Background: an optimization exercise with open tools, aiming at small area and a short achievable clock period. Do not read the settings as production practice.
Only simulation tests tie the RTL to the original design; equivalence was not proved.

Setup of wip/cedar:
## tmr_lif_neuron
module tmr_lif_neuron (
    input signed [15:0] V_in1, V_in2, V_in3,
    input signed [15:0] I_in1, I_in2, I_in3,
    input signed [15:0] dt_tau,
    input wire clk, rst,
    output wire signed [15:0] V_out,
    output wire spike
);
    wire [16:0] dx = {dt_tau, 1'b0};
    wire [7:0] one, two, neg;
    genvar g;
    generate for (g = 0; g < 8; g = g + 1) begin : enc
        assign one[g] = dx[2*g+1] ^ dx[2*g];
        assign two[g] = (dx[2*g+2] & ~dx[2*g+1] & ~dx[2*g]) | (~dx[2*g+2] & dx[2*g+1] & dx[2*g]);
        assign neg[g] = dx[2*g+2];
    end endgenerate
    reg [2:0] c;
    reg [7:0] x1;
    wire [7:0] x1_d;
    reg [15:0] v1;
    fixed_point_q8_8 l1 (.V_in(V_in1), .I_in(I_in1), .one(one), .two(two), .neg(neg), .X(x1_d));
    wire [15:0] u1;
    add_u au1 (.a(v1), .b({{8{x1[7]}}, x1}), .s(u1));
    wire signed [15:0] r1 = c[0] ? 16'h0000 : u1;
    reg [7:0] x2;
    wire [7:0] x2_d;
    reg [15:0] v2;
  ...
==> module bsel, before the edit <==
module bsel (input wire one, two, neg, a, b, output wire y);
    assign y = ((one & a) | (two & b)) ^ neg;
endmodule
==> module lif_neuron_q8_8, before the edit <==
module lif_neuron_q8_8 (
    input  wire [15:0] a, b, c,
    input  wire ca, cb, cc,
    output wire [15:0] m
);
    wire [15:0] ra = ca ? 16'h0000 : a;
    wire [15:0] rb = cb ? 16'h0000 : b;
    wire [15:0] rc = cc ? 16'h0000 : c;
    wire uab, ubc, uac;
    lt16 c0 (.a(a), .b(b), .y(uab));
    lt16 c1 (.a(b), .b(c), .y(ubc));
    lt16 c2 (.a(a), .b(c), .y(uac));
    wire pa = ~a[15] & (|a), pb = ~b[15] & (|b), pc = ~c[15] & (|c);
    wire ab = (ca & cb) ? 1'b0 : ca ? pb : cb ? a[15] : uab;
    wire bc = (cb & cc) ? 1'b0 : cb ? pc : cc ? b[15] : ubc;
    wire ac = (ca & cc) ? 1'b0 : ca ? pc : cc ? a[15] : uac;
    wire sa = ab ^ ac;
    wire sb = ~sa & ~(ab ^ bc);
    wire sc = ~sa & (ab ^ bc);
    assign m = ({16{sa}} & ra) | ({16{sb}} & rb) | ({16{sc}} & rc);
endmodule
==> module tmr_lif_neuron, before the edit <==
module tmr_lif_neuron (
    input signed [15:0] V_in1, V_in2, V_in3,
    input signed [15:0] I_in1, I_in2, I_in3,
    input signed [15:0] dt_tau,
    input wire clk, rst,
    output wire signed [15:0] V_out,
    output wire spike
);
    wire [16:0] dx = {dt_tau, 1'b0};
    wire [7:0] one, two, neg;
    genvar g;
    generate for (g = 0; g < 8; g = g + 1) begin : enc
        assign one[g] = dx[2*g+1] ^ dx[2*g];
        assign two[g] = (dx[2*g+2] & ~dx[2*g+1] & ~dx[2*g]) | (~dx[2*g+2] & dx[2*g+1] & dx[2*g]);
        assign neg[g] = dx[2*g+2];
    end endgenerate
    reg [2:0] c;
    reg [7:0] x1;
    wire [7:0] x1_d;
    reg [15:0] v1;
    fixed_point_q8_8 l1 (.V_in(V_in1), .I_in(I_in1), .one(one), .two(two), .neg(neg), .X(x1_d));
    wire [15:0] u1;
    add_u au1 (.a(v1), .b({{8{x1[7]}}, x1}), .s(u1));
    wire signed [15:0] r1 = c[0] ? 16'h0000 : u1;
    reg [7:0] x2;
    wire [7:0] x2_d;
    reg [15:0] v2;
    fixed_point_q8_8 l2 (.V_in(V_in2), .I_in(I_in2), .one(one), .two(two), .neg(neg), .X(x2_d));
    wire [15:0] u2;
    add_u au2 (.a(v2), .b({{8{x2[7]}}, x2}), .s(u2));
    wire signed [15:0] r2 = c[1] ? 16'h0000 : u2;
    reg [7:0] x3;
    wire [7:0] x3_d;
    reg [15:0] v3;
    fixed_point_q8_8 l3 (.V_in(V_in3), .I_in(I_in3), .one(one), .two(two), .neg(neg), .X(x3_d));
    wire [15:0] u3;
    add_u au3 (.a(v3), .b({{8{x3[7]}}, x3}), .s(u3));
    wire signed [15:0] r3 = c[2] ? 16'h0000 : u3;
    lif_neuron_q8_8 vote (.a(u1), .b(u2), .c(u3), .ca(c[0]), .cb(c[1]), .cc(c[2]), .m(V_out));
    reg rs;
    assign spike = ~rs & ((c[0] & c[1]) | (c[1] & c[2]) | (c[0] & c[2]));
    always @(posedge clk or posedge rst) begin
        if (rst) begin
            c <= 3'b111;
            rs <= 1'b1;
        end else begin
            c <= {r3 >= 16'sh3200, r2 >= 16'sh3200, r1 >= 16'sh3200};
            rs <= 1'b0;
        end
    end
    always @(posedge clk) begin
        x1 <= x1_d;
        v1 <= V_in1;
        x2 <= x2_d;
        v2 <= V_in2;
        x3 <= x3_d;
        v3 <= V_in3;
    end
endmodule
==> flow/config.mk <==
export PLATFORM = sky130hd
export DESIGN_NAME = tmr_lif_neuron
export DESIGN_NICKNAME = tmr_lif_neuron
export VERILOG_FILES = /design/flow/design.v
export SDC_FILE = /design/flow/constraint.sdc
export NUM_CORES = 4
export LEC_CHECK = 0
export ABC_AREA = 0
export CAP_MARGIN = 20
export CORE_MARGIN = 2
export CORE_UTILIZATION = 40
export SETUP_SLACK_MARGIN = 5
export SLEW_MARGIN = 20
export SYNTH_HIERARCHICAL = 1
==> flow/constraint.sdc <==
create_clock -name core_clock -period 13.0 [get_ports {clk}]
set_input_delay 2.6000 -clock core_clock [delete_from_list [all_inputs] [get_ports {clk}]]
set_output_delay 2.6000 -clock core_clock [all_outputs]
set_load 0.01 [all_outputs]
run.sh (not shown) runs the stock make flow with config.mk's settings and CLKGATE_MAP_FILE= SYNTH_SCRIPT=/design/flow/synth_recipe.tcl, a recipe that flattens the netlist after the stock synthesis.
Inputs modified between wip/cedar and wip/xenon:
--- a/flow/design.v
+++ b/flow/design.v
@@ -9,11 +9,8 @@
 endmodule
 module mj (input wire a, b, c, output wire y);
     assign y = (a & b) | (a & c) | (b & c);
 endmodule
-module bsel (input wire one, two, neg, a, b, output wire y);
-    assign y = ((one & a) | (two & b)) ^ neg;
-endmodule
 module c8net (
     input wire [7:0] g,
     input wire [7:0] p,
     output wire [7:0] c
@@ -244,26 +241,15 @@
     assign y = l[4][15];
 endmodule
 module lif_neuron_q8_8 (
     input  wire [15:0] a, b, c,
-    input  wire ca, cb, cc,
     output wire [15:0] m
 );
-    wire [15:0] ra = ca ? 16'h0000 : a;
-    wire [15:0] rb = cb ? 16'h0000 : b;
-    wire [15:0] rc = cc ? 16'h0000 : c;
-    wire uab, ubc, uac;
-    lt16 c0 (.a(a), .b(b), .y(uab));
-    lt16 c1 (.a(b), .b(c), .y(ubc));
-    lt16 c2 (.a(a), .b(c), .y(uac));
-    wire pa = ~a[15] & (|a), pb = ~b[15] & (|b), pc = ~c[15] & (|c);
-    wire ab = (ca & cb) ? 1'b0 : ca ? pb : cb ? a[15] : uab;
-    wire bc = (cb & cc) ? 1'b0 : cb ? pc : cc ? b[15] : ubc;
-    wire ac = (ca & cc) ? 1'b0 : ca ? pc : cc ? a[15] : uac;
-    wire sa = ab ^ ac;
-    wire sb = ~sa & ~(ab ^ bc);
-    wire sc = ~sa & (ab ^ bc);
-    assign m = ({16{sa}} & ra) | ({16{sb}} & rb) | ({16{sc}} & rc);
+    wire ab, bc, ac;
+    lt16 c0 (.a(a), .b(b), .y(ab));
+    lt16 c1 (.a(b), .b(c), .y(bc));
+    lt16 c2 (.a(a), .b(c), .y(ac));
+    assign m = (ab == ac) ? ((ab == bc) ? b : c) : a;
 endmodule
 `timescale 1ns / 1ps
 module fixed_point_q8_8 (
     input wire [15:0] V_in,
@@ -500,25 +486,26 @@
     fixed_point_q8_8 l3 (.V_in(V_in3), .I_in(I_in3), .one(one), .two(two), .neg(neg), .X(x3_d));
     wire [15:0] u3;
     add_u au3 (.a(v3), .b({{8{x3[7]}}, x3}), .s(u3));
     wire signed [15:0] r3 = c[2] ? 16'h0000 : u3;
-    lif_neuron_q8_8 vote (.a(u1), .b(u2), .c(u3), .ca(c[0]), .cb(c[1]), .cc(c[2]), .m(V_out));
-    reg rs;
-    assign spike = ~rs & ((c[0] & c[1]) | (c[1] & c[2]) | (c[0] & c[2]));
+    lif_neuron_q8_8 vote (.a(r1), .b(r2), .c(r3), .m(V_out));
+    assign spike = (c[0] & c[1]) | (c[1] & c[2]) | (c[0] & c[2]);
     always @(posedge clk or posedge rst) begin
         if (rst) begin
-            c <= 3'b111;
-            rs <= 1'b1;
+            c <= 3'b000;
+            x1 <= 8'h0;
+            v1 <= 16'h0;
+            x2 <= 8'h0;
+            v2 <= 16'h0;
+            x3 <= 8'h0;
+            v3 <= 16'h0;
         end else begin
             c <= {r3 >= 16'sh3200, r2 >= 16'sh3200, r1 >= 16'sh3200};
-            rs <= 1'b0;
+            x1 <= x1_d;
+            v1 <= V_in1;
+            x2 <= x2_d;
+            v2 <= V_in2;
+            x3 <= x3_d;
+            v3 <= V_in3;
         end
     end
-    always @(posedge clk) begin
-        x1 <= x1_d;
-        v1 <= V_in1;
-        x2 <= x2_d;
-        v2 <= V_in2;
-        x3 <= x3_d;
-        v3 <= V_in3;
-    end
 endmodule
Findings:
The total track usage of wip/xenon exceeds that of wip/cedar by 1.0 points.
Delta (wip/xenon minus wip/cedar): die area has increased, final cell count went up by about 2%, area after synthesis went up.
Setup slack: wip/xenon more than wip/cedar
Top achievable clock speed ends up lower on wip/cedar.
The higher number of clock buffer instances in the layout of wip/xenon and wip/cedar is in wip/cedar.
Relative to wip/cedar, wip/xenon degrades post-detailed-routing wire length.
wip/xenon against wip/cedar: detailed route wirelength on metal2 shows an increase of 3800 um, non-clock buffer share of cell area up 0.22 points.

[afterwards: timing with drivers on the ports]
In the flow no input, the clock included, has a driving cell. The finished layouts below were timed again as built, in two steps.
Step 1 assumes that a clkbuf_16 drives the clock port and a buf_2 every other input.
Step 2 moves the port delays by t, midway between the first and last clock arrival at a register: inputs arrive t later, outputs are due t later. That takes back most of the time a late clock gives input paths.
a / b / c = ideal ports / drivers / drivers and shift; a / b = the first two.
run | t, ns | setup slack, ns | worst setup path after step 2 | worst data-port slew with drivers (ns) | cell pins on the clock port's net
wip/cedar | 0.407 | 5.036 / 5.067 / 4.660 | input to register | 0.05 | 1
wip/xenon | 0.391 | 5.131 / 5.152 / 4.761 | input to register | 0.06 | 1
After both steps setup and hold are still met in every run listed. For wip/cedar, which loses most, drivers alone change the setup slack by +0.031 ns; drivers and shift together by -0.376 ns.
